Source: an optimization exercise on an open RTL-to-GDS flow (aim: small area, a short achievable clock period and few clock cycles). Production flows keep margins and buffers that such runs may drop.
Only simulation tests tie the RTL to the original design; equivalence was not proved.
Power and IR drop assume default switching activity.

<file path="flow/config.mk">
export PLATFORM = sky130hd
export DESIGN_NAME = PriorityQueue
export DESIGN_NICKNAME = PriorityQueue
export VERILOG_FILES = /design/flow/design.v
export SDC_FILE = /design/flow/constraint.sdc
export NUM_CORES = 4
export LEC_CHECK = 0
export CAP_MARGIN = 20
export CORE_MARGIN = 2
export CORE_UTILIZATION = 45
export SLEW_MARGIN = 20
export SYNTH_HIERARCHICAL = 1
export TNS_END_PERCENT = 0
</file>
<file path="flow/constraint.sdc">
create_clock -name core_clock -period 12.0 [get_ports {clock}]
set_input_delay 2.4000 -clock core_clock [delete_from_list [all_inputs] [get_ports {clock}]]
set_output_delay 2.4000 -clock core_clock [all_outputs]
set_load 0.01 [all_outputs]
</file>
<file path="flow/design.v">
module pq_le12 (
  input  [11:0] na,    
  input  [11:0] b,
  output        le
);
  wire [11:0] g = b & na;
  wire [11:0] p = b | na;
  wire [5:0]  g1, p1;
  wire [2:0]  g2, p2;
  genvar j;
  generate
    for (j = 0; j < 6; j = j + 1) begin : g_l1
      assign g1[j] = g[2*j+1] | (p[2*j+1] & g[2*j]);
      assign p1[j] = p[2*j+1] & p[2*j];
    end
    for (j = 0; j < 3; j = j + 1) begin : g_l2
      assign g2[j] = g1[2*j+1] | (p1[2*j+1] & g1[2*j]);
      assign p2[j] = p1[2*j+1] & p1[2*j];
    end
  endgenerate
  assign le = g2[2] | (p2[2] & (g2[1] | (p2[1] & (g2[0] | p2[0]))));
endmodule
module pq_slotmux #(parameter W = 18) (
  input          selL,
  input          selN,
  input          selR,
  input          selH,
  input  [W-1:0] left,
  input  [W-1:0] newe,
  input  [W-1:0] right,
  input  [W-1:0] hold,
  output [W-1:0] out
);
  assign out = ({W{selL}} & left) | ({W{selN}} & newe) |
               ({W{selR}} & right) | ({W{selH}} & hold);
endmodule
module pq_prefix_or #(parameter N = 33) (
  input  [N-1:0] x,
  output [N-1:0] y
);
  localparam L = 6;            
  wire [N-1:0] t [0:L];
  assign t[0] = x;
  genvar k, i;
  generate
    for (k = 0; k < L; k = k + 1) begin : g_lvl
      for (i = 0; i < N; i = i + 1) begin : g_bit
        if ((i >> k) & 1) begin : g_or
          assign t[k+1][i] = t[k][i] | t[k][((i >> (k+1)) << (k+1)) + (1 << k) - 1];
        end else begin : g_pass
          assign t[k+1][i] = t[k][i];
        end
      end
    end
  endgenerate
  assign y = t[L];
endmodule
module PriorityQueue (
  input         clock,
  input         reset,
  output        io_head_valid,
  output        io_head_none,
  output [7:0]  io_head_prio_cycle,
  output [3:0]  io_head_prio_superCycle,
  output [5:0]  io_head_refID,
  input         io_cmd_valid,
  input         io_cmd_op,
  input  [7:0]  io_cmd_prio_cycle,
  input  [3:0]  io_cmd_prio_superCycle,
  input  [5:0]  io_cmd_refID,
  output        io_cmd_done,
  output        io_cmd_result,
  output [7:0]  io_cmd_rm_prio_cycle,
  output [3:0]  io_cmd_rm_prio_superCycle
);
  localparam N = 33;
  localparam W = 18;             
  reg  [W-1:0] s [0:N-1];
  reg          pValid;           
  reg          pOp;
  reg  [W-1:0] pElem;            
  reg  [N-1:0] le;               
  reg  [N-1:0] match;            
  reg  [5:0]   clrCnt;           
  reg          idle;             
  reg  [W-1:0] headReg;
  reg          headNone;
  reg          headValid;
  reg          resultReg;
  reg  [11:0]  rmPrioReg;
  wire clearNext = reset | (~idle & (clrCnt != 6'd1));
  wire         full = ~&s[N-1][5:0];
  wire         ins = pValid & pOp & ~full;
  wire         rem = pValid & ~pOp;
  wire [N-1:0] after;    
  wire [W-1:0] sn [0:N-1];
  wire [11:0]  ck = {io_cmd_prio_superCycle, io_cmd_prio_cycle};
  wire [11:0]  nck = ~ck;
  wire [W-1:0] cElem = {ck, io_cmd_refID};
  wire         cValid = io_cmd_valid & idle;
  wire [N-1:0] cLe;      
  wire [N-1:0] cMatch;   
  wire [11:0]  cRm [0:N-1];    
  wire [N-1:0] eqS;      
  wire         eqP = pElem[5:0] == io_cmd_refID;
  wire         pRemSame = pValid & ~pOp & eqP;
  wire         pInsSame = pValid & pOp & ~full & eqP;
  pq_prefix_or #(.N(N)) u_after (.x(match), .y(after));
  genvar i;
  generate
    for (i = 0; i < N; i = i + 1) begin : g_slot
      if (i == 0) begin : g_first
        assign cRm[i] = {12{eqS[i]}} & s[i][17:6];
      end else begin : g_rest
        assign cRm[i] = cRm[i-1] | ({12{eqS[i]}} & s[i][17:6]);
      end
      wire [W-1:0] left  = (i == 0) ? {W{1'b0}} : s[(i == 0) ? 0 : i-1];
      wire [W-1:0] right = (i == N-1) ? {W{1'b1}} : s[(i == N-1) ? i : i+1];
      wire         lle   = (i == 0) ? 1'b0 : le[(i == 0) ? 0 : i-1];
      wire selL = ins & lle;
      wire selN = ins & le[i] & ~lle;
      wire selR = rem & after[i];
      wire selH = ~(selL | selN | selR);
      pq_slotmux #(.W(W)) u_mux (
        .selL(selL), .selN(selN), .selR(selR), .selH(selH),
        .left(left), .newe(pElem), .right(right), .hold(s[i]), .out(sn[i])
      );
      if (i == N-1) begin : g_lelast
        assign cLe[i] = 1'b1;
      end else begin : g_le
        pq_le12 u_le (.na(nck), .b(sn[i][17:6]), .le(cLe[i]));
      end
      assign eqS[i] = s[i][5:0] == io_cmd_refID;
      wire eqLeft  = (i == 0) ? 1'b0 : eqS[(i == 0) ? 0 : i-1];
      wire eqRight = (i == N-1) ? 1'b0 : eqS[(i == N-1) ? i : i+1];
      assign cMatch[i] = (selL & eqLeft) | (selN & eqP) | (selR & eqRight) | (selH & eqS[i]);
      always @(posedge clock) begin
        s[i] <= sn[i];
        le[i] <= cLe[i];
        match[i] <= cMatch[i] | ((i == 0) & clearNext);
      end
    end
  endgenerate
  wire fullN = ~&sn[N-1][5:0];
  wire cIns = cValid & io_cmd_op & ~fullN & cLe[0];
  wire cRemHead = cValid & ~io_cmd_op & cMatch[0];
  wire [W-1:0] headNext = cIns ? cElem : cRemHead ? sn[1] : sn[0];
  wire headNoneNext = ~cIns & (cRemHead ? &sn[1][5:0] : &sn[0][5:0]);
  always @(posedge clock) begin
    pValid <= clearNext | (cValid & ~reset);
    pOp <= io_cmd_op & ~clearNext;
    pElem <= cElem;
    headReg <= headNext;
    headNone <= headNoneNext;
    headValid <= ~headNoneNext;
    resultReg <= io_cmd_op ? fullN : (pRemSame | (~pInsSame & ~|eqS));
    rmPrioReg <= pRemSame ? 12'd0 : pInsSame ? pElem[17:6] : cRm[N-1];
    if (reset) begin
      clrCnt <= N;
      idle <= 1'b0;
    end else if (!idle) begin
      clrCnt <= clrCnt - 6'd1;
      idle <= clrCnt == 6'd1;
    end
  end
  assign io_cmd_done = idle;
  assign io_cmd_result = resultReg;
  assign io_cmd_rm_prio_superCycle = rmPrioReg[11:8];
  assign io_cmd_rm_prio_cycle = rmPrioReg[7:0];
  assign io_head_none = headNone;
  assign io_head_valid = headValid;
  assign io_head_prio_superCycle = headReg[17:14];
  assign io_head_prio_cycle = headReg[13:6];
  assign io_head_refID = headReg[5:0];
endmodule
</file>
<file path="flow/flow/run.sh">
#!/bin/bash
set -euo pipefail
MARGIN=$(cat flow/margin.txt)
bash standard.sh SETUP_SLACK_MARGIN=$MARGIN \
  "BUFFER_PORTS_ARGS=-buffer_cell sky130_fd_sc_hd__buf_4" finish > flow_make.log 2>&1
</file>
<file path="flow/flow/margin.txt">
8.4
</file>
<file path="flow/standard.sh">
#!/bin/bash
# synth_recipe.tcl (not shown) runs the flow's synth.tcl, then flattens the netlist and writes it again
# the make line also repeats each setting of config.mk as NAME=value (left out here)
make -C /OpenROAD-flow-scripts/flow DESIGN_CONFIG=/design/flow/config.mk WORK_HOME=/design/flow/orfs CLKGATE_MAP_FILE= SYNTH_SCRIPT=/design/flow/synth_recipe.tcl "${@:-finish}"
</file>
==> metrics.yaml, run 1 <==
status: "complete, no violations"
hold_path.class: "reg -> reg"
syn_area_mm2: 0.0432
grt_pass1_wl_um: 303000
maxSlewViolCount: 0
fin_crit_sh_pct: 32.2
hold_end: "clrCnt[1]$_SDFFE_PP0N_"
grt_start_max_net_pins: 73
rsz0062_at_grt: "yes"
synth_area_per_cell_um2: 9.11
yosysSeqAreaShare_pct: 33.4
dp.cells: 5906
place_ws_ps: 6250
min_from: "clrCnt[1]$_SDFFE_PP0N_"
synthCells: 4739
fp.dieW_um: 314
viasPerCell: 7.20
drc_errors: 0
setup_tns_ps: 0
cp_top_family: "simple AND/OR/NAND/NOR gates"
required_ps: 12560
period_minus_slack_ps: 3870
r2r_start: "pOp$_DFF_P_"
reg2regPathDepth: 16
cp_data_arrival_time_ps: 4430
critPathKind: "reg -> reg"
cp-start-kind: "register"
netlist.area_leader.share_pct: 33.4
final_cells: 6141
io_buffers: 55
ys_top_cells_by_area: "dfxtp_1 (33%), a22oi_1 (17%), a22oi_2 (11%)"
ys_async_sr_fraction_pct: 0
endpoint_kind: "register"
layout_commonest_cell: "a22oi_1"
hold_viol: 0
slew_headroom_pct: 23.1
routedWlPerCell_um: 34.8
synth_edf_count: 0
power.density_mw_per_mm2: 305
grt_overflow_total: 0
drive_gt1_share_pct: 20.8
yosysWarnings: 10
path_clk_slew_ps: 60
slowest_stage: "dfxtp_1"
root_buffer: "clkbuf_16"
dieArea_mm2: 0.0984
final_cell_mix: "a22oi_1 (983), nand2_1 (760), dfxtp_1 (702), a22oi_2 (382), nor2_1 (226)"
die_y_um: 314
initial_core_util_pct: 45.4
synthFlopType: "dfxtp_1"
min_delay_path_depth: 2
fin_skew_ps: 39.9
final_util_pct: 50.7
grt_usage_pct: 42.0
slowest_delay_ps: 550
syn_to_final_growth_pct: 11.6
p_leak_nw: 18.4
worst_slew_pin_slew_ps: 1150
drt_first_iter_violations: 6903
drtAntennaViolNets: 0
cap_violations: 0
detail_route.first_pass.iterations: 7
grt_pass1_vias: 40700
crit_buf_inv: 4
max_freq_ghz: 0.258
clock_latency_ps: 690
io-pin-count: 56
cts_buffer_depth: 3
r2r_end: "headReg[10]$_DFF_P_"
cts_tree: "yes"
finalWirelength_um: 214000
antenna_found_initial: 15
peakVddDrop_mv: 0.161
cts.sinks: 719
core_mm2: 0.0950
vias: 44200
holdBufCountCts: 0
cts_made_buffers: 85
htreeDepth: 3
timing.final.ws_setup_ps: 8130
power.total_mw: 14.7
finalSetupViolCount: 0
synth_area_leader_cell: "dfxtp_1"
gp_congestion: 1.06
nets: 4826
ys_types: 56
reg2reg_slack_ps: 8130
ys_seq_elements: 719
fp-row-count: 113
crit_fanout: 37
dp.final_hpwl_um: 143000
worstPathCellList: "nand4_1 -> nor2_4 -> buf_12 -> nand2_1 -> inv_1 -> buf_6 -> a22oi_1 -> nand2_1 -> o22a_1 -> a221oi_1 -> or3_1 -> a211oi_2 -> nand4_1 -> buf_4 -> nor2_1 -> a21oi_1"
stage by stage:
stage / area (um^2) / hold WS, ps
after CTS: 48000 / 529
after global routing: 48100 / 579
after global placement: 43400 / 499
final: 48200 / 525
after floorplan: 43400 / 467
after detailed placement: 43400 / 516
how the worst max path moves through the flow:
| stage | cells past startpoint | start | end |
|---|---|---|---|
| 2_1_floorplan | 9 | io_cmd_prio_superCycle[2] | headReg[5]$_DFF_P_ |
| 3_3_place_gp | 11 | io_cmd_prio_cycle[6] | headReg[10]$_DFF_P_ |
| 3_5_place_dp | 8 | io_cmd_refID[4] | rmPrioReg[10]$_SDFF_PP0_ |
| 4_1_cts | 9 | io_cmd_refID[1] | headValid$_DFF_P_ |
| 5_1_grt | 16 | pOp$_DFF_P_ | headReg[6]$_DFF_P_ |
| 6_report | 16 | pOp$_DFF_P_ | headReg[10]$_DFF_P_ |
state kept, by name (all words and copies together), names as in the netlist:
| name | count |
|---|---|
| s | 594 |
| pElem | 18 |
| rmPrioReg | 12 |
| pValid | 1 |
| g_slot.lle | 32 |
| clrCnt | 6 |
| resultReg | 1 |
| pOp | 1 |
| headValid | 1 |
| headReg | 18 |
| idle | 1 |
| match | 33 |
| headNone | 1 |
worst register-to-register path: cells and delay by family (launching register included):
family                 cells  cell delay (ps)
AOI/OAI and AO/OA          5              710
buffers and inverters      4              920
DFF                        1              550
and+or+nand+nor            7             1570
area by class of cell:
type                    instances  area, um^2
repair buffers                285        3110
inverters                      56         251
well taps                    1265        1580
repair inverters                6        42.5
flip-flops and latches        719       14400
fillers                      9053       46800
diodes                         10        25.0
clock inverters                36         437
multi-input cells            3649       25900
clock buffers                 115        2440
power by group:
group / leakage, nW / internal [mW] / total (mW) / switching, mW
sequential: 6.01 / 3.47 / 5.78 / 2.30
clock: 1.43 / 1.62 / 2.75 / 1.13
combinational: 11.0 / 2.62 / 6.16 / 3.54
total: 18.4 / 7.71 / 14.7 / 6.98
Yosys stat by module (local to each module, per instance), a selection:
| module | cells inside | flip-flops and latches | copies in the design | area, um^2 |
|---|---|---|---|---|
| pq_le12 | 27 | 0 | 32 | 171 |
| PriorityQueue | 1774 | 719 | 1 | 21300 |
Yosys cell counts (32+ instances only):
cell type and count:
o21ai_0 45, nor2_1 229, a211oi_2 32, xnor2_1 127, a211oi_1 96, clkbuf_1 46
dfxtp_1 719, a31oi_1 66, o31ai_1 32, a22o_2 32, o22a_1 32, a221oi_1 74
or3_1 35, a21oi_1 129, a22oi_1 1002, inv_1 56, buf_6 267, a22oi_2 363
nor3_1 80, a22o_1 40, o211ai_1 32, xor2_1 81, a211o_1 32, nand2_1 763
nand4_1 55, o22ai_1 32
repair_timing:
action                     CTS  global route
setup buffers               52             0
gates resized for setup    119            28
pin swaps                   21             3
setup endpoints to repair  118            79
gates cloned                22             0
cell families after synthesis:
family,synth area share [%]
compound gates,40.2
simple gates,13.4
flops,33.4
buf+inv,8.32
xor+xnor,4.22
mux,0.441
fa+ha+maj,0.0580
other cells,0.0174
layer usage:
layer	wire [um]	part of all wire, %	global-route usage (%)
met5	228	0.11	1.16
met3	26900	13	12.6
met1	82800	39	54.5
met2	88200	41	60.1
met4	15800	7.4	27.3
Testbench counts, summed over its fixed seeds: cycles 3,200.
==> run 2: changes to the inputs <==
--- a/flow/config.mk
+++ b/flow/config.mk
@@ -8,6 +8,8 @@
 export CAP_MARGIN = 20
 export CORE_MARGIN = 2
 export CORE_UTILIZATION = 45
+export CTS_BUF_LIST = sky130_fd_sc_hd__clkbuf_8
+export PLACE_DENSITY = 0.75
 export SLEW_MARGIN = 20
 export SYNTH_HIERARCHICAL = 1
 export TNS_END_PERCENT = 0
==> metrics.yaml, run 2 <==
status: "complete, no violations"
vias: 44700
post-synth-top-count-cell: "a22oi_1"
setup_tns_ps: 0
dp.cells: 5884
crit_fanout: 19
nets: 4844
min_from: "clrCnt[1]$_SDFFE_PP0N_"
yosysSeqAreaShare_pct: 33.4
timing.final.ws_setup_ps: 8160
endpoint_kind: "register"
hold_viol: 0
min_delay_path_depth: 2
dieArea_mm2: 0.0984
synthCells: 4739
drtAntennaViolNets: 0
holdWs_ps: 522
viasPerCell: 7.22
ys_types: 56
fin_crit_sh_pct: 32.0
die_y_um: 314
reg2regPathDepth: 16
htreeDepth: 3
power.total_mw: 14.1
cts_tree: "yes"
worst_slew_pin_slew_ps: 1290
largest_register: "s"
cts_buffer_depth: 3
cp-start-kind: "input pin"
critPathKind: "in -> reg"
layout_commonest_cell: "a22oi_1"
detail_route.first_pass.iterations: 9
synthFlopType: "dfxtp_1"
path_clk_slew_ps: 70
period_minus_slack_ps: 3840
synth_edf_count: 0
synth_area_leader_cell: "dfxtp_1"
finalSetupViolCount: 0
hold_end: "clrCnt[1]$_SDFFE_PP0N_"
root_buffer: "clkbuf_8"
seqPwrFrac_pct: 40.7
synth_area_per_cell_um2: 9.11
largest_register_ff_count: 594
finalWirelength_um: 197000
grt_start_max_net_pins: 96
p_int_mw: 7.26
drive_gt1_share_pct: 21.3
drc_errors: 0
dp.final_hpwl_um: 134000
ys_seq_elements: 719
cp_data_arrival_time_ps: 4580
final_cell_mix: "a22oi_1 (989), nand2_1 (759), dfxtp_1 (694), a22oi_2 (376), buf_4 (222)"
yosys-top-cells-count: "a22oi_1 (1,002), nand2_1 (763), dfxtp_1 (719)"
fillers: 8799
yosysWarnings: 10
io-pin-count: 56
wl_met3_um: 27800
slew_headroom_pct: 14.1
wl_met2_um: 81600
initial_core_util_pct: 45.4
cts.sinks: 719
io_buffers: 55
clock_latency_ps: 810
p_sw_share_pct: 48.5
r2r_end: "headReg[1]$_DFF_P_"
core_mm2: 0.0950
hold_path.class: "reg -> reg"
clkPwrFrac_pct: 15.8
netSwitchingPower_mw: 6.84
fp.dieW_um: 314
power.density_mw_per_mm2: 299
peakVddDrop_mv: 0.139
cap_violations: 0
ys_top_cells_by_area: "dfxtp_1 (33%), a22oi_1 (17%), a22oi_2 (11%)"
reg2reg_slack_ps: 8280
syn_to_final_growth_pct: 9.29
wl_met1_um: 71800
routedWlPerCell_um: 31.9
place_ws_ps: 6470
p_leak_nw: 18.0
r2r_start: "pValid$_DFF_P_"
p_comb_share_pct: 43.5
fp-row-count: 113
cts_made_buffers: 120
required_ps: 12730
antenna_found_initial: 21
netlist.area_leader.share_pct: 33.4
grt_pass1_wl_um: 282000
grt_usage_pct: 38.1
maxSlewViolCount: 0
final_cells: 6188
routed.top_layer: "met5"
drt_first_iter_violations: 7565
max_freq_ghz: 0.260
grt_overflow_total: 0
grt_pass1_vias: 41500
fin_skew_ps: 52.0
rsz0062_at_grt: "yes"
ys_async_sr_fraction_pct: 0
gp_congestion: 1.09
syn_area_mm2: 0.0432
-- run 2: how the worst max path moves through the flow --
stage,slack (ps),end,startpoint
floorplan,7060,headReg[5]$_DFF_P_,io_cmd_prio_superCycle[2]
global placement,6500,headValid$_DFF_P_,io_cmd_refID[4]
detailed placement,6470,headValid$_DFF_P_,io_cmd_refID[4]
CTS,8240,io_cmd_rm_prio_superCycle[0],rmPrioReg[8]$_SDFF_PP0_
global route,8160,g_slot[10].lle$_DFF_P_,pValid$_DFF_P_
finish,8160,rmPrioReg[1]$_SDFF_PP0_,io_cmd_refID[5]
-- run 2: layout make-up --
cell class | instances | area [um^2] | share of cell area (%)
multi-input combinational | 3650 | 25900 | 54.9
sequential | 719 | 14500 | 30.6
timing repair buffer | 265 | 2470 | 5.24
clock buffer | 153 | 2110 | 4.46
tap | 1265 | 1580 | 3.36
clock inverter | 66 | 303 | 0.642
inverter | 56 | 303 | 0.642
timing repair inverter | 8 | 45.0 | 0.0955
antenna | 6 | 15.0 | 0.0318
-- run 2: kinds of logic (layout without fill, tap and decap cells) --
| logic type | after synthesis | count (layout) | share of synthesized area, % |
|---|---|---|---|
| compound gates | 2071 | 2071 | 40.2 |
| xor+xnor | 208 | 208 | 4.22 |
| fa+ha+maj | 2 | 2 | 0.0580 |
| buf+inv | 406 | 548 | 8.32 |
| flops | 719 | 719 | 33.4 |
| mux | 19 | 19 | 0.441 |
| other cells | 2 | 43 | 0.0174 |
| simple gates | 1312 | 1313 | 13.4 |
-- run 2: modules after synthesis (local to each module, per instance), a selection --
| module | flip-flops and latches | cells | copies in the design | cell area, um^2 |
|---|---|---|---|---|
| PriorityQueue | 719 | 1774 | 1 | 21300 |
| pq_le12 | 0 | 27 | 32 | 171 |
-- run 2: routing by layer --
metal  global-route usage (%)  up-vias
li1                         -    18700
met1                     47.1    21300
met2                     55.3     3688
met3                     13.4      984
met4                     26.3       20
met5                        0        -
-- run 2: worst max-delay path, stage by stage --
cell,delay [ps]
buf_8,250
buf_8,280
xnor2_1,160
nand4_1,120
nor3_2,160
buf_4,350
a22o_1,360
a221oi_2,90
and4_1,240
a21oi_1,130
-- run 2: through the flow --
step	instance area [um^2]	util, %
global placement	43300	45.6
detailed placement	43300	45.6
CTS	46600	49.1
floorplan	43400	-
finish	47200	49.6
global route	47200	49.6
-- run 2: power groups by stage --
stage / sequential (mW) / combinational (mW) / clock (mW)
after floorplan: 4.49 / 4.97 / 0
after global placement: 5.60 / 5.63 / 0
after detailed placement: 5.58 / 5.75 / 0
after CTS: 5.55 / 5.86 / 2.22
after global routing: 5.69 / 6.60 / 2.33
final: 5.74 / 6.14 / 2.23
-- run 2: timing repair --
item | 4_1_cts | 5_1_grt
gates cloned | 7 | 6
hold buffers | 0 | 0
buffers inserted | 39 | 27
gates resized for setup | 109 | 52
pin swaps | 13 | 10
setup endpoints to repair | 131 | 100
==> run 3: changes to the inputs <==
==> flow/flow/margin.txt (replaced) <==
8.0
--- a/flow/config.mk
+++ b/flow/config.mk
@@ -9,7 +9,6 @@
 export CORE_MARGIN = 2
 export CORE_UTILIZATION = 45
 export CTS_BUF_LIST = sky130_fd_sc_hd__clkbuf_8
-export PLACE_DENSITY = 0.75
 export SLEW_MARGIN = 20
 export SYNTH_HIERARCHICAL = 1
 export TNS_END_PERCENT = 0
==> metrics.yaml, run 3 <==
setup_tns_ps: 0
hold_viol: 0
worstPathCellList: "buf_4 -> clkinvlp_4 -> buf_4 -> o22a_1 -> a221oi_1 -> or3_1 -> a211oi_2 -> nand4_1 -> buf_4 -> nor2_1 -> a21oi_1"
yosysWarnings: 10
worst_slew_pin_slew_ps: 1150
finalSetupViolCount: 0
required_ps: 12720
initial_core_util_pct: 45.4
maxSlewViolCount: 0
power.total_mw: 14.3
grt_pass1_vias: 40400
grt_overflow_total: 0
period_minus_slack_ps: 4120
layout_commonest_cell: "a22oi_1"
fillers: 9321
synth_edf_count: 0
largest_register_ff_count: 594
fp-row-count: 113
yosys-top-cells-count: "a22oi_1 (1,002), nand2_1 (763), dfxtp_1 (719)"
final_cell_mix: "a22oi_1 (999), nand2_1 (761), dfxtp_1 (705), a22oi_2 (366), nor2_1 (226)"
max_freq_ghz: 0.243
gp_congestion: 1.06
cp_top_family: "buffers and inverters"
detail_route.first_pass.iterations: 8
holdBufCountCts: 0
fin_skew_ps: 48.9
syn_area_mm2: 0.0432
synth_area_per_cell_um2: 9.11
htreeDepth: 4
drive_gt1_share_pct: 20.0
io-pin-count: 56
fin_crit_sh_pct: 34.3
cp-start-kind: "input pin"
viasPerCell: 7.04
critPathKind: "in -> reg"
crit_buf_inv: 4
dp.final_hpwl_um: 143000
hold_path.class: "reg -> reg"
finalWirelength_um: 202000
slowest_stage: "buf_4"
post-synth-top-count-cell: "a22oi_1"
cts_made_buffers: 138
r2r_end: "headReg[10]$_DFF_P_"
die_y_um: 314
core_mm2: 0.0950
cp_common_cell: "buf_4"
drtAntennaViolNets: 0
syn_to_final_growth_pct: 8.03
endpoint_kind: "register"
status: "complete, no violations"
place_ws_ps: 6250
cts.sinks: 719
slew_headroom_pct: 23.1
p_leak_nw: 18.0
dieArea_mm2: 0.0984
grt_start_max_net_pins: 96
clock_latency_ps: 870
vias: 43500
cts_tree: "yes"
min_delay_path_depth: 2
largest_register: "s"
drc_errors: 0
synth_area_leader_cell: "dfxtp_1"
min_from: "clrCnt[1]$_SDFFE_PP0N_"
cp_data_arrival_time_ps: 4830
rsz0062_at_grt: "yes"
ys_top_cells_by_area: "dfxtp_1 (33%), a22oi_1 (17%), a22oi_2 (11%)"
slowest_delay_ps: 590
synthCells: 4739
path_clk_slew_ps: 60
r2r_start: "pValid$_DFF_P_"
hold_end: "clrCnt[1]$_SDFFE_PP0N_"
io_buffers: 55
grt_usage_pct: 39.6
cap_violations: 0
root_buffer: "clkbuf_8"
peakVddDrop_mv: 0.160
ys_seq_elements: 719
drt_first_iter_violations: 6157
antenna_found_initial: 16
netlist.area_leader.share_pct: 33.4
timing.final.ws_setup_ps: 7880
ys_types: 56
power.density_mw_per_mm2: 306
placed_cell_area_mm2: 0.0434
grt_pass1_wl_um: 289000
reg2reg_slack_ps: 7910
routedWlPerCell_um: 32.6
reg2regPathDepth: 16
yosysSeqAreaShare_pct: 33.4
ys_async_sr_fraction_pct: 0
final_cell_area_mm2: 0.0466
fp.dieW_um: 314
crit_fanout: 64
cts_buffer_depth: 3
nets: 4833
synthFlopType: "dfxtp_1"
==> run 3: per-module statistics from Yosys (local to each module, per instance), a selection <==
module	cells	flip-flops and latches	copies in the design	area, um^2
pq_le12	27	0	32	171
PriorityQueue	1774	719	1	21300
==> run 3: cell type report <==
| class | instances | area, um^2 | area share (%) |
|---|---|---|---|
| multi-input cells | 3649 | 25600 | 55.0 |
| flip-flops and latches | 719 | 14400 | 30.9 |
| clock buffers | 173 | 2380 | 5.11 |
| repair buffers | 243 | 1980 | 4.25 |
| well taps | 1265 | 1580 | 3.40 |
| clock inverters | 74 | 363 | 0.778 |
| inverters | 56 | 240 | 0.515 |
| diodes | 7 | 17.5 | 0.0376 |
| repair inverters | 2 | 12.5 | 0.0268 |
==> run 3: metrics by stage <==
stage | hold slack (ps) | util [%] | std cells
3_5_place_dp | 516 | 45.7 | 5906
3_3_place_gp | 499 | 45.7 | 5906
2_1_floorplan | 467 | - | 4774
5_1_grt | 578 | 49.1 | 6182
4_1_cts | 529 | 49.0 | 6176
6_report | 525 | 49.1 | 6188
==> run 3: worst register-to-register path: stages (launching register included) <==
cell and delay [ps]:
dfxtp_1 530, nand4_1 250, nor2_4 160, buf_6 410
nand2_1 170, inv_1 100, buf_4 380, a22oi_1 160
nand2_1 240, o22a_1 160, a221oi_1 80, or3_1 440
a211oi_2 260, nand4_1 170, buf_4 260, nor2_1 130
a21oi_1 50
==> run 3: what timing repair did <==
item / in CTS / in global routing
hold endpoints to repair: 0 / 0
setup buffers: 22 / 4
endpoints found under the setup margin: 59 / 52
resized for setup: 24 / 8
gates cloned: 1 / 1
pin swaps: 9 / 1
==> run 3: routing by layer <==
layer	vias to the layer above	wire length [um]	part of all wire, %	global-route usage [%]
met5	-	252	0.12	1.16
met4	16	12100	6.0	22.4
met3	593	22100	11	10.2
met2	2905	85900	43	58.3
met1	21300	81400	40	52.3
li1	18700	-	-	-
==> run 3: kinds of logic after synthesis <==
family	synth area share, %
AOI/OAI and AO/OA	40.2
adders and majority gates	0.0580
and+or+nand+nor	13.4
DFF	33.4
muxes	0.441
xor gates and xnor gates	4.22
other	0.0174
buffers and inverters	8.32
==> run 3: report_power, final <==
group / total (mW) / switching (mW) / internal [mW]
sequential: 5.75 / 2.28 / 3.48
clock: 2.48 / 1.18 / 1.30
combinational: 6.04 / 3.47 / 2.56
total: 14.3 / 6.93 / 7.34
==> run 3: how the worst max path moves through the flow <==
| stage | from | to | cells after the start |
|---|---|---|---|
| finish | io_cmd_prio_cycle[1] | headReg[10]$_DFF_P_ | 11 |
| global route | io_cmd_refID[1] | rmPrioReg[5]$_SDFF_PP0_ | 10 |
| CTS | io_cmd_prio_cycle[2] | headReg[7]$_DFF_P_ | 11 |
| detailed placement | io_cmd_refID[4] | rmPrioReg[10]$_SDFF_PP0_ | 8 |
| global placement | io_cmd_prio_cycle[6] | headReg[10]$_DFF_P_ | 11 |
| floorplan | io_cmd_prio_superCycle[2] | headReg[5]$_DFF_P_ | 9 |
==> run 4: changes to the inputs <==
==> flow/flow/margin.txt (replaced) <==
8.8
==> metrics.yaml, run 4 <==
drc_errors: 0
fin_crit_sh_pct: 32.0
syn_area_mm2: 0.0432
layout_commonest_cell: "a22oi_1"
max_freq_ghz: 0.260
synth_area_leader_cell: "dfxtp_1"
p_leak_nw: 18.2
grt_usage_pct: 39.8
htreeDepth: 4
gr-usage-met2_pct: 59.0
yosysSeqAreaShare_pct: 33.4
top_usage_layer: "met2"
gp_congestion: 1.06
use_met3_pct: 10.8
path_clk_slew_ps: 70
synthFlopType: "dfxtp_1"
clock_latency_ps: 870
ys_async_sr_fraction_pct: 0
crit_fanout: 35
crit_buf_inv: 3
synth_edf_count: 0
reg2regPathDepth: 16
yosys-top-cells-count: "a22oi_1 (1,002), nand2_1 (763), dfxtp_1 (719)"
syn_to_final_growth_pct: 9.99
synth_mux_area_share_pct: 0.441
dp.final_hpwl_um: 143000
viasPerCell: 7.14
required_ps: 12720
synth_xor_area_share_pct: 4.22
cp.depth: 10
final_cell_mix: "a22oi_1 (987), nand2_1 (760), dfxtp_1 (689), a22oi_2 (378), nor2_1 (226)"
finalWirelength_um: 209000
yosysWarnings: 10
post-synth-top-count-cell: "a22oi_1"
cts_buffer_depth: 3
hold_path.class: "reg -> reg"
largest_register_ff_count: 594
cts_made_buffers: 138
cts.sinks: 719
holdBufCountCts: 0
antenna_found_initial: 19
synth_top_family_by_area: "compound AO/OA/AOI/OAI gates"
cts_tree: "yes"
largest_register: "s"
final_cells: 6218
cp_data_arrival_time_ps: 4570
io-pin-count: 56
slowest_delay_ps: 400
worst_slew_pin_slew_ps: 1330
cap_violations: 0
nets: 4862
maxSlewViolCount: 0
core_mm2: 0.0950
setup_tns_ps: 0
finalSetupViolCount: 0
io_buffers: 55
die_y_um: 314
netlist.area_leader.share_pct: 33.4
grt_overflow_total: 0
drt_first_iter_violations: 6574
detail_route.first_pass.iterations: 8
min_delay_path_depth: 2
worstPathCellList: "buf_4 -> buf_16 -> xnor2_1 -> nand4_1 -> nor3_2 -> buf_4 -> a22oi_2 -> nand2_1 -> nor4_1 -> a21oi_1"
critPathKind: "in -> reg"
synthAdderAreaFrac_pct: 0.0580
drtAntennaViolNets: 0
worstSetupStartpoint: "io_cmd_refID[0]"
dieArea_mm2: 0.0984
hold_viol: 0
fin_skew_ps: 49.2
fp-row-count: 113
grt_start_max_net_pins: 96
ys_types: 56
period_minus_slack_ps: 3840
synth_compound_area_share_pct: 40.2
initial_core_util_pct: 45.4
r2r_start: "s[32][1]$_DFF_P_"
synthSimpleGateAreaFrac_pct: 13.4
slew_headroom_pct: 10.5
status: "complete, no violations"
grt_pass1_wl_um: 291000
ys_seq_elements: 719
synthCells: 4739
ys_top_cells_by_area: "dfxtp_1 (33%), a22oi_1 (17%), a22oi_2 (11%)"
power.density_mw_per_mm2: 304
routedWlPerCell_um: 33.6
cp_common_cell: "buf_4"
synth_area_per_cell_um2: 9.11
rsz0062_at_grt: "yes"
cp-start-kind: "input pin"
fp.dieW_um: 314
cp_top_family: "simple AND/OR/NAND/NOR gates"
drive_gt1_share_pct: 21.5
fillers: 9240
grtUsageMet1_pct: 52.3
grt_pass1_vias: 40500
dp.cells: 5906
peakVddDrop_mv: 0.160
endpoint_kind: "register"
vias: 44400
min_from: "clrCnt[1]$_SDFFE_PP0N_"
slowest_stage: "a22oi_2"
root_buffer: "clkbuf_8"
==> run 4: final timing paths <==
kind / to / slack, ps
setup / recovery: rmPrioReg[6]$_SDFF_PP0_ / 8160
hold / removal: clrCnt[1]$_SDFFE_PP0N_ / 530
setup reg to reg: headReg[10]$_DFF_P_ / 8320
hold reg to reg: clrCnt[1]$_SDFFE_PP0N_ / 530
==> run 4: cells by family after synthesis <==
| kind of cell | count (synthesis) |
|---|---|
| flops | 719 |
| simple gates | 1312 |
| mux | 19 |
| other cells | 2 |
| buf+inv | 406 |
| fa+ha+maj | 2 |
| compound gates | 2071 |
| xor+xnor | 208 |
==> run 4: per-stage QoR <==
stage                     setup WS, ps  hold WS, ps  cell area [um^2]  utilization [%]  power [mW]
after floorplan                   7060          467             43400                -        9.46
after detailed placement          6250          516             43400             45.7        11.5
after global placement            6320          499             43400             45.7        11.4
final                             8160          525             47500             50.0        14.4
after global routing              8170          578             47500             49.9        15.0
after CTS                         8210          529             46800             49.2        14.0
==> run 4: power by group <==
group | total (mW) | switching [mW] | internal, mW
Sequential | 5.77 | 2.29 | 3.48
Clock | 2.49 | 1.19 | 1.30
Combinational | 6.15 | 3.54 | 2.61
Total | 14.4 | 7.01 | 7.40
==> run 4: area by class of cell <==
cell class                 instances  area, um^2  share of cell area [%]
timing repair inverter             8        47.5                   0.100
clock inverter                    74         363                   0.765
multi-input combinational       3649       25800                    54.4
inverter                          56         274                   0.577
clock buffer                     173        2380                    5.02
tap                             1265        1580                    3.33
sequential                       719       14500                    30.5
antenna                            8        20.0                  0.0422
timing repair buffer             266        2530                    5.34
==> run 4: worst min-delay path, delay by kind of cell, from the launching register on <==
| family | cells | cell delay (ps) |
|---|---|---|
| DFF | 1 | 350 |
| AOI/OAI and AO/OA | 1 | 80 |
| and+or+nand+nor | 1 | 70 |
==> run 4: routing by layer <==
metal | vias up | share of wire, %
li1 | 18800 | -
met1 | 21800 | 39
met2 | 3155 | 42
met3 | 715 | 12
met4 | 18 | 6.6
met5 | - | 0.058
==> run 4: what timing repair did <==
action	4_1_cts	5_1_grt
gates cloned	3	11
pin swaps	11	5
endpoints found under the setup margin	467	128
buffers inserted	27	16
resized for setup	78	89
==> run 4: Yosys stat by module (local to each module, per instance), a selection <==
module / area (um^2) / times used
pq_le12: 171 / 32
PriorityQueue: 21300 / 1
==> run 5: changes to the inputs <==
--- a/flow/config.mk
+++ b/flow/config.mk
@@ -9,6 +9,7 @@
 export CORE_MARGIN = 2
 export CORE_UTILIZATION = 45
 export CTS_BUF_LIST = sky130_fd_sc_hd__clkbuf_8
+export PLACE_DENSITY = 0.75
 export SLEW_MARGIN = 20
 export SYNTH_HIERARCHICAL = 1
 export TNS_END_PERCENT = 0
==> metrics.yaml, run 5 <==
cts_buffer_depth: 3
detail_route.first_pass.iterations: 9
status: "complete, no violations"
worstPathCellList: "buf_8 -> buf_8 -> xnor2_1 -> nand4_1 -> nor3_2 -> buf_4 -> a22o_1 -> a221oi_2 -> and4_1 -> a21oi_1"
ys_seq_elements: 719
seqPwrFrac_pct: 40.7
synthFlopType: "dfxtp_1"
endpoint_kind: "register"
p_sw_share_pct: 48.5
power.density_mw_per_mm2: 299
yosysWarnings: 10
cap_violations: 0
hold_viol: 0
slowest_delay_ps: 360
drive_gt1_share_pct: 21.3
setup_tns_ps: 0
drc_errors: 0
routedWlPerCell_um: 31.9
r2r_end: "headReg[1]$_DFF_P_"
synthCells: 4739
worstSetupStartpoint: "io_cmd_refID[5]"
fin_crit_sh_pct: 32.0
reg2regPathDepth: 16
vias: 44700
layout_commonest_cell: "a22oi_1"
hold_path.class: "reg -> reg"
dp.final_hpwl_um: 134000
cts.sinks: 719
ys_async_sr_fraction_pct: 0
netSwitchingPower_mw: 6.84
period_minus_slack_ps: 3840
post-synth-top-count-cell: "a22oi_1"
path_clk_slew_ps: 70
drt_first_iter_violations: 7565
cp_common_cell: "buf_8"
syn_area_mm2: 0.0432
die_y_um: 314
cts_made_buffers: 120
yosysSeqAreaShare_pct: 33.4
p_comb_share_pct: 43.5
clock_latency_ps: 810
core_mm2: 0.0950
ys_top_cells_by_area: "dfxtp_1 (33%), a22oi_1 (17%), a22oi_2 (11%)"
fp.dieW_um: 314
rsz0062_at_grt: "yes"
worst_slew_pin_slew_ps: 1290
viasPerCell: 7.22
syn_to_final_growth_pct: 9.29
grt_usage_pct: 38.1
critPathKind: "in -> reg"
required_ps: 12730
antenna_found_initial: 21
cp_data_arrival_time_ps: 4580
slowest_stage: "a22o_1"
io_buffers: 55
fp-row-count: 113
drtAntennaViolNets: 0
slew_headroom_pct: 14.1
initial_core_util_pct: 45.4
synth_area_per_cell_um2: 9.11
root_buffer: "clkbuf_8"
max_freq_ghz: 0.260
clkPwrFrac_pct: 15.8
dieArea_mm2: 0.0984
crit_fanout: 19
yosys-top-cells-count: "a22oi_1 (1,002), nand2_1 (763), dfxtp_1 (719)"
largest_register: "s"
min_from: "clrCnt[1]$_SDFFE_PP0N_"
grt_pass1_vias: 41500
synth_edf_count: 0
cp-start-kind: "input pin"
grt_pass1_wl_um: 282000
p_leak_nw: 18.0
final_cell_mix: "a22oi_1 (989), nand2_1 (759), dfxtp_1 (694), a22oi_2 (376), buf_4 (222)"
p_int_mw: 7.26
fin_skew_ps: 52.0
ys_types: 56
synth_area_leader_cell: "dfxtp_1"
largest_register_ff_count: 594
timing.final.ws_setup_ps: 8160
finalSetupViolCount: 0
holdBufCountCts: 0
cts_tree: "yes"
peakVddDrop_mv: 0.139
htreeDepth: 3
gp_congestion: 1.09
finalWirelength_um: 197000
place_ws_ps: 6470
grt_overflow_total: 0
worstSetupEndpoint: "rmPrioReg[1]$_SDFF_PP0_"
netlist.area_leader.share_pct: 33.4
r2r_start: "pValid$_DFF_P_"
io-pin-count: 56
grt_start_max_net_pins: 96
maxSlewViolCount: 0
reg2reg_slack_ps: 8280
nets: 4844
run 5: timing repair:
item,CTS,global route
gates resized for setup,109,52
endpoints found under the setup margin,338,133
gates cloned,7,6
setup buffers,39,27
pin swaps,13,10
run 5: power by group through the flow:
stage	registers [mW]	logic (mW)	clock network, mW
floorplan	4.49	4.97	0
global placement	5.60	5.63	0
detailed placement	5.58	5.75	0
CTS	5.55	5.86	2.22
global route	5.69	6.60	2.33
finish	5.74	6.14	2.23
run 5: layer usage:
layer / track usage, % / wire length (um) / share of wire [%] / up-vias
met3: 13.4 / 27800 / 14 / 984
met4: 26.3 / 16000 / 8.1 / 20
met2: 55.3 / 81600 / 41 / 3688
met5: 0 / 154 / 0.078 / -
met1: 47.1 / 71800 / 36 / 21300
li1: - / - / - / 18700
run 5: Yosys stat by module (local to each module, per instance), a selection:
| module | cells inside | cell area, um^2 |
|---|---|---|
| pq_le12 | 27 | 171 |
| PriorityQueue | 1774 | 21300 |
run 5: final cells by class:
type,count,area (um^2)
fill,8799,47800
multi-input combinational,3650,25900
sequential,719,14500
timing repair buffer,265,2470
clock buffer,153,2110
tap,1265,1580
clock inverter,66,303
inverter,56,303
timing repair inverter,8,45.0
antenna,6,15.0
run 5: cells by family (layout without fill, tap and decap cells):
logic type | count (synthesis) | count (layout) | synth area share (%)
compound gates | 2071 | 2071 | 40.2
xor+xnor | 208 | 208 | 4.22
fa+ha+maj | 2 | 2 | 0.0580
buf+inv | 406 | 548 | 8.32
flops | 719 | 719 | 33.4
mux | 19 | 19 | 0.441
other cells | 2 | 43 | 0.0174
simple gates | 1312 | 1313 | 13.4
run 5: worst min-delay path by stage:
stage / slack [ps] / end / cells past startpoint
final: 520 / clrCnt[1]$_SDFFE_PP0N_ / 2
after global routing: 550 / clrCnt[1]$_SDFFE_PP0N_ / 2
after CTS: 530 / clrCnt[1]$_SDFFE_PP0N_ / 2
after detailed placement: 510 / clrCnt[1]$_SDFFE_PP0N_ / 2
after global placement: 500 / clrCnt[1]$_SDFFE_PP0N_ / 2
after floorplan: 470 / s[32][17]$_DFF_P_ / 2
run 5: critical path: cells and delay by family:
family                    cells  cell delay (ps)
xor gates and xnor gates      1              160
buffers and inverters         3              880
AOI/OAI and AO/OA             3              580
and+or+nand+nor               3              520
run 5: through the flow:
| stage | utilization, % | hold slack (ps) | total power [mW] | instance area [um^2] | cells |
|---|---|---|---|---|---|
| global route | 49.6 | 548 | 14.6 | 47200 | 6183 |
| global placement | 45.6 | 501 | 11.2 | 43300 | 5884 |
| CTS | 49.1 | 526 | 13.6 | 46600 | 6149 |
| finish | 49.6 | 522 | 14.1 | 47200 | 6188 |
| floorplan | - | 467 | 9.46 | 43400 | 4774 |
| detailed placement | 45.6 | 512 | 11.3 | 43300 | 5884 |
==> run 6: changes to the inputs <==
--- a/flow/design.v
+++ b/flow/design.v
@@ -76,8 +76,8 @@
   localparam N = 33;
   localparam W = 18;             
   reg  [W-1:0] s [0:N-1];
-  reg          pValid;           
-  reg          pOp;
+  reg          pIns;             
+  reg          pRem;             
   reg  [W-1:0] pElem;            
   reg  [N-1:0] le;               
   reg  [N-1:0] match;            
@@ -89,9 +89,8 @@
   reg          resultReg;
   reg  [11:0]  rmPrioReg;
   wire clearNext = reset | (~idle & (clrCnt != 6'd1));
-  wire         full = ~&s[N-1][5:0];
-  wire         ins = pValid & pOp & ~full;
-  wire         rem = pValid & ~pOp;
+  wire         ins = pIns;
+  wire         rem = pRem;
   wire [N-1:0] after;    
   wire [W-1:0] sn [0:N-1];
   wire [11:0]  ck = {io_cmd_prio_superCycle, io_cmd_prio_cycle};
@@ -103,8 +102,8 @@
   wire [11:0]  cRm [0:N-1];    
   wire [N-1:0] eqS;      
   wire         eqP = pElem[5:0] == io_cmd_refID;
-  wire         pRemSame = pValid & ~pOp & eqP;
-  wire         pInsSame = pValid & pOp & ~full & eqP;
+  wire         pRemSame = pRem & eqP;
+  wire         pInsSame = pIns & eqP;
   pq_prefix_or #(.N(N)) u_after (.x(match), .y(after));
   genvar i;
   generate
@@ -147,8 +146,8 @@
   wire [W-1:0] headNext = cIns ? cElem : cRemHead ? sn[1] : sn[0];
   wire headNoneNext = ~cIns & (cRemHead ? &sn[1][5:0] : &sn[0][5:0]);
   always @(posedge clock) begin
-    pValid <= clearNext | (cValid & ~reset);
-    pOp <= io_cmd_op & ~clearNext;
+    pIns <= ~clearNext & cValid & io_cmd_op & ~fullN;
+    pRem <= clearNext | (cValid & ~io_cmd_op);
     pElem <= cElem;
     headReg <= headNext;
     headNone <= headNoneNext;
==> flow/flow/margin.txt (replaced) <==
8.4
--- a/flow/config.mk
+++ b/flow/config.mk
@@ -9,7 +9,6 @@
 export CORE_MARGIN = 2
 export CORE_UTILIZATION = 45
 export CTS_BUF_LIST = sky130_fd_sc_hd__clkbuf_8
-export PLACE_DENSITY = 0.75
 export SLEW_MARGIN = 20
 export SYNTH_HIERARCHICAL = 1
 export TNS_END_PERCENT = 0
==> metrics.yaml, run 6 <==
grt_pass1_wl_um: 302000
ys_top_cells_by_area: "dfxtp_1 (33%), a22oi_1 (16%), a22oi_2 (10%)"
grt_usage_pct: 41.5
synthAdderAreaFrac_pct: 0.0576
core_mm2: 0.0953
hold_viol: 0
power.total_mw: 14.4
synth_mux_area_share_pct: 0.438
worstSetupStartpoint: "io_cmd_refID[1]"
cts.sinks: 719
required_ps: 12680
finalWirelength_um: 218000
yosysSeqAreaShare_pct: 33.1
synth_top_family_by_area: "compound AO/OA/AOI/OAI gates"
ys_async_sr_fraction_pct: 0
final_cell_mix: "a22oi_1 (935), nand2_1 (787), dfxtp_1 (687), a22oi_2 (375), nor2_1 (232)"
drtAntennaViolNets: 0
yosys-top-cells-count: "a22oi_1 (947), nand2_1 (787), dfxtp_1 (719)"
cts_tree: "yes"
slowest_stage: "o311ai_0"
reg2reg_slack_ps: 8180
post-synth-top-count-cell: "a22oi_1"
synthFlopType: "dfxtp_1"
synthSimpleGateAreaFrac_pct: 13.1
cp-start-kind: "input pin"
netlist.area_leader.share_pct: 33.1
synth_edf_count: 0
detail_route.first_pass.iterations: 6
dp.final_hpwl_um: 145000
viasPerCell: 7.17
slew_headroom_pct: 29.3
period_minus_slack_ps: 3870
largest_register: "s"
syn_area_mm2: 0.0434
slowest_delay_ps: 610
fin_skew_ps: 61.8
cp_top_family: "buffers and inverters"
path_clk_slew_ps: 60
layout_commonest_cell: "a22oi_1"
die_y_um: 315
drc_errors: 0
initial_core_util_pct: 45.6
crit_buf_inv: 3
synthCells: 4756
io-pin-count: 56
root_buffer: "clkbuf_8"
cts_made_buffers: 138
drive_gt1_share_pct: 21.9
peakVddDrop_mv: 0.144
holdBufCountCts: 0
maxSlewViolCount: 0
cts_buffer_depth: 3
synth_area_per_cell_um2: 9.13
max_freq_ghz: 0.258
ys_seq_elements: 719
min_from: "clrCnt[5]$_SDFFE_PP1N_"
gp_congestion: 1.08
endpoint_kind: "register"
p_leak_nw: 18.2
largest_register_ff_count: 594
synth_compound_area_share_pct: 40.2
syn_to_final_growth_pct: 9.55
cap_violations: 0
status: "complete, no violations"
grt_start_max_net_pins: 97
io_buffers: 55
clock_latency_ps: 890
worst_slew_pin_slew_ps: 1060
dieArea_mm2: 0.0990
crit_fanout: 45
final_cell_area_mm2: 0.0476
finalSetupViolCount: 0
grt_pass1_vias: 40300
fp-row-count: 113
cp_data_arrival_time_ps: 4560
fin_crit_sh_pct: 32.3
vias: 44800
drt_first_iter_violations: 7736
routedWlPerCell_um: 34.9
ys_types: 57
rsz0062_at_grt: "yes"
synth_xor_area_share_pct: 4.27
yosysWarnings: 10
r2r_start: "match[0]$_DFF_P_"
synth_area_leader_cell: "dfxtp_1"
antenna_found_initial: 10
htreeDepth: 4
power.density_mw_per_mm2: 302
hold_path.class: "reg -> reg"
grt_overflow_total: 0
nets: 4900
critPathKind: "in -> reg"
fp.dieW_um: 315
worstPathCellList: "buf_12 -> clkbuf_16 -> xor2_2 -> nor4_4 -> nand3_2 -> buf_4 -> o311ai_0"
holdWs_ps: 506
setup_tns_ps: 0
placed_cell_area_mm2: 0.0433
==> run 6: worst min-delay path: cells and delay by family, from the launching register on <==
family / cells / cell delay [ps]
xor+xnor: 1 / 70
simple gates: 1 / 60
flops: 1 / 350
==> run 6: Yosys stat by module (local to each module, per instance), a selection <==
module         copies in the design  flops+latches  cells inside  area [um^2]
pq_le12                          32              0            27          171
PriorityQueue                     1            719          1791        21600
==> run 6: logic make-up (layout without fill, tap and decap cells) <==
| group | count (synthesis) | in the layout |
|---|---|---|
| AO/OA/AOI/OAI | 2071 | 2071 |
| XOR/XNOR | 209 | 209 |
| adder cells (fa/ha/maj) | 2 | 2 |
| buffers and inverters | 429 | 611 |
| flip-flops | 719 | 719 |
| multiplexers | 19 | 19 |
| other | 2 | 43 |
| AND/OR/NAND/NOR | 1305 | 1305 |
==> run 6: path summary, 6_finish.rpt <==
| path | endpoint | cells after the start |
|---|---|---|
| min | clrCnt[5]$_SDFFE_PP1N_ | 2 |
| min reg2reg | clrCnt[5]$_SDFFE_PP1N_ | 2 |
| max reg2reg | g_slot[13].lle$_DFF_P_ | 14 |
| max | match[21]$_DFF_P_ | 7 |
==> run 6: routing by layer <==
metal  share of wire, %  vias to the layer above  track usage, %
li1                   -                    18800               -
met1                 38                    21500            55.1
met2                 41                     3560            59.6
met3                 13                      840            11.5
met4                7.5                       16            25.4
met5              0.041                        -               0
==> run 6: report_power, final <==
part | switching (mW) | internal, mW | leakage (nW) | total, mW
Clock | 1.18 | 1.25 | 1.52 | 2.43
Combinational | 3.41 | 2.56 | 10.6 | 5.97
Sequential | 2.44 | 3.51 | 6.02 | 5.94
==> run 6: timing repair <==
action / CTS / global route
resized for setup: 106 / 46
pin swaps: 7 / 7
setup endpoints to repair: 156 / 123
cloned: 10 / 17
setup buffers: 17 / 52
==> run 6: area by class of cell <==
type | count | area (um^2)
timing repair inverter | 16 | 85.1
fill | 9108 | 47700
clock inverter | 71 | 354
tap | 1265 | 1580
clock buffer | 166 | 2280
timing repair buffer | 277 | 2650
antenna | 6 | 15.0
sequential | 719 | 14500
inverter | 81 | 379
multi-input combinational | 3643 | 25800
==> run 6: through the flow <==
step | setup slack (ps) | util [%] | cells
floorplan | 7060 | - | 4791
finish | 8130 | 49.9 | 6244
detailed placement | 6480 | 45.5 | 5905
global placement | 6510 | 45.5 | 5905
global route | 8150 | 49.9 | 6242
CTS | 8180 | 49.0 | 6169
Testbench counts of run 6, summed over its fixed seeds: cycles 3,200.
==> run 7: changes to the inputs <==
--- a/flow/config.mk
+++ b/flow/config.mk
@@ -8,7 +8,9 @@
 export CAP_MARGIN = 20
 export CORE_MARGIN = 2
 export CORE_UTILIZATION = 45
-export CTS_BUF_LIST = sky130_fd_sc_hd__clkbuf_8
+export CTS_BUF_LIST = sky130_fd_sc_hd__clkbuf_16
+export CTS_CLUSTER_DIAMETER = 60
+export CTS_CLUSTER_SIZE = 16
 export SLEW_MARGIN = 20
 export SYNTH_HIERARCHICAL = 1
 export TNS_END_PERCENT = 0
==> metrics.yaml, run 7 <==
netlist.area_leader.share_pct: 33.1
setup_tns_ps: 0
holdBufCountCts: 0
slowest_stage: "a22oi_1"
period_minus_slack_ps: 3950
grt_usage_pct: 42.9
hold_end: "clrCnt[5]$_SDFFE_PP1N_"
layout_commonest_cell: "a22oi_1"
drt_first_iter_violations: 8334
peakVddDrop_mv: 0.152
fillers: 8970
grt_pass1_wl_um: 309000
grt_overflow_total: 0
worstPathCellList: "buf_16 -> buf_16 -> xor2_1 -> nor3_2 -> buf_4 -> a22oi_1 -> nand3_1 -> o32a_1"
drc_errors: 0
finalWirelength_um: 230000
vias: 45700
htreeDepth: 3
ys_seq_elements: 719
crit_fanout: 16
final_cells: 6187
final_cell_mix: "a22oi_1 (930), nand2_1 (786), dfxtp_1 (698), a22oi_2 (380), buf_4 (233)"
reg2reg_slack_ps: 8160
synth_area_leader_cell: "dfxtp_1"
critPathKind: "in -> reg"
cp_data_arrival_time_ps: 4520
fp-row-count: 113
clock_latency_ps: 700
cts_made_buffers: 80
gp_congestion: 1.08
r2r_end: "g_slot[10].lle$_DFF_P_"
yosysSeqAreaShare_pct: 33.1
min_delay_path_depth: 2
post-synth-top-count-cell: "a22oi_1"
detail_route.first_pass.iterations: 8
hold_viol: 0
cp_top_family: "compound AO/OA/AOI/OAI gates"
grt_start_max_net_pins: 97
slew_headroom_pct: 31.1
synth_area_per_cell_um2: 9.13
root_buffer: "clkbuf_16"
cts_buffer_depth: 3
fin_skew_ps: 46.5
maxSlewViolCount: 0
fin_crit_sh_pct: 32.9
initial_core_util_pct: 45.6
yosys-top-cells-count: "a22oi_1 (947), nand2_1 (787), dfxtp_1 (719)"
grt_pass1_vias: 40300
synth_edf_count: 0
dp.final_hpwl_um: 145000
cp_common_cell: "buf_16"
cp-start-kind: "input pin"
dp.cells: 5905
r2r_start: "match[0]$_DFF_P_"
synthFlopType: "dfxtp_1"
syn_to_final_growth_pct: 12.0
cap_violations: 0
fp.dieW_um: 315
yosysWarnings: 10
synthCells: 4756
finalSetupViolCount: 0
required_ps: 12570
die_y_um: 315
ys_top_cells_by_area: "dfxtp_1 (33%), a22oi_1 (16%), a22oi_2 (10%)"
path_clk_slew_ps: 70
final_util_pct: 51.1
io-pin-count: 56
viasPerCell: 7.38
ys_types: 57
reg2regPathDepth: 13
core_mm2: 0.0953
rsz0062_at_grt: "yes"
drive_gt1_share_pct: 21.9
ys_async_sr_fraction_pct: 0
slowest_delay_ps: 550
io_buffers: 55
cts.sinks: 719
status: "complete, no violations"
largest_register: "s"
worst_slew_pin_slew_ps: 1030
min_from: "clrCnt[5]$_SDFFE_PP1N_"
hold_path.class: "reg -> reg"
routedWlPerCell_um: 37.1
power.density_mw_per_mm2: 301
syn_area_mm2: 0.0434
nets: 4878
largest_register_ff_count: 594
antenna_found_initial: 13
p_leak_nw: 18.5
max_freq_ghz: 0.253
cts_tree: "yes"
drtAntennaViolNets: 0
crit_buf_inv: 3
dieArea_mm2: 0.0990
endpoint_kind: "register"
==> run 7: cell counts after synthesis <==
Identical to the previous run, type by type.
==> run 7: cell type report <==
| class | instances | area (um^2) | area share (%) |
|---|---|---|---|
| multi-input cells | 3643 | 26000 | 53.4 |
| flip-flops and latches | 719 | 14400 | 29.6 |
| repair inverters | 11 | 62.6 | 0.129 |
| clock inverters | 66 | 716 | 1.47 |
| clock buffers | 81 | 2030 | 4.17 |
| well taps | 1265 | 1580 | 3.25 |
| repair buffers | 318 | 3500 | 7.18 |
| diodes | 3 | 7.51 | 0.0154 |
| inverters | 81 | 369 | 0.758 |
==> run 7: worst max path at each step <==
stage                              startpoint                       end  slack (ps)  cells after the start
floorplan           io_cmd_prio_superCycle[2]        headReg[5]$_DFF_P_        7060                      9
global placement         io_cmd_prio_cycle[2]        headReg[7]$_DFF_P_        6510                     11
detailed placement  io_cmd_prio_superCycle[1]        headReg[8]$_DFF_P_        6480                     11
CTS                           io_cmd_refID[4]  rmPrioReg[11]$_SDFF_PP0_        8180                     10
global route                  io_cmd_refID[1]   rmPrioReg[6]$_SDFF_PP0_        8070                     11
finish                        io_cmd_refID[3]   rmPrioReg[3]$_SDFF_PP0_        8050                      8
==> run 7: per-stage QoR <==
step	setup WS (ps)	total power [mW]	hold WS (ps)	area, um^2
final	8050	14.6	511	48700
after global routing	8070	15.1	551	48700
after CTS	8180	14.2	514	47700
after detailed placement	6480	11.4	493	43300
after floorplan	7060	9.28	464	43600
after global placement	6510	11.3	485	43300
==> run 7: cells by family after synthesis <==
kind of cell             after synthesis  share of synthesized area (%)
other                                  2                         0.0173
XOR/XNOR                             209                           4.27
multiplexers                          19                          0.438
flip-flops                           719                           33.1
buffers and inverters                429                           8.87
adder cells (fa/ha/maj)                2                         0.0576
AO/OA/AOI/OAI                       2071                           40.2
AND/OR/NAND/NOR                     1305                           13.1
==> run 7: metal layers <==
metal	vias to the layer above	global-route usage, %	part of all wire (%)	wire, um
met5	-	0	0.080	184
met4	16	28.0	8.9	20500
met3	1016	14.1	15	34100
met2	4009	60.4	39	90200
met1	21800	55.8	37	84700
li1	18800	-	-	-
==> run 7: modules after synthesis (local to each module, per instance), excerpt <==
| module | flip-flops and latches | cells |
|---|---|---|
| PriorityQueue | 719 | 1791 |
| pq_le12 | 0 | 27 |
==> run 7: worst reg2reg max path: cells and delay by family, from the launching register on <==
family / cells / cell delay [ps]
simple gates: 7 / 2190
buf+inv: 2 / 680
flops: 1 / 380
compound gates: 4 / 520
==> run 7: what timing repair did <==
action / 4_1_cts / 5_1_grt
cloned: 24 / 20
resized for setup: 158 / 66
setup endpoints to repair: 131 / 109
setup buffers: 59 / 29
pin swaps: 20 / 18
==> run 7: where the power goes <==
| part | total, mW | leakage [nW] | switching [mW] | internal [mW] |
|---|---|---|---|---|
| registers | 5.98 | 6.02 | 2.48 | 3.50 |
| clock network | 2.64 | 1.34 | 1.22 | 1.43 |
| logic | 6.02 | 11.1 | 3.43 | 2.59 |

-- re-timing with driven ports --
No port has a modelled driver above. Below, the same layouts with a new extraction and two added sets of constraints. Step 1 sets driving cells, clkbuf_16 on the clock port and buf_2 on the other inputs (assumed; they add their load-dependent delay and slew). Step 2, shift: input delay + t, output delay - t, t = (earliest + latest rising clock arrival at the registers) / 2. This alone moves slack from input paths to output paths. Slacks: no drivers / after step 1 / after step 2; pairs: no drivers / after step 1.
run	t, ns	setup WS [ns]	pins driven straight from the clock port
run 1	0.745	8.131 / 8.035 / 7.290	1
run 2	0.859	8.158 / 8.171 / 7.316	1
run 3	0.907	7.882 / 7.905 / 7.019	1
run 4	0.907	8.156 / 8.165 / 7.258	1
run 5	0.859	8.158 / 8.171 / 7.316	1
run 6	0.931	8.126 / 8.109 / 7.192	1
run 7	0.750	8.049 / 7.880 / 7.130	1
After both steps every run listed still meets setup and hold. The setup slack of run 6, which loses most, moves by -0.017 ns with the drivers and by -0.934 ns with both steps.
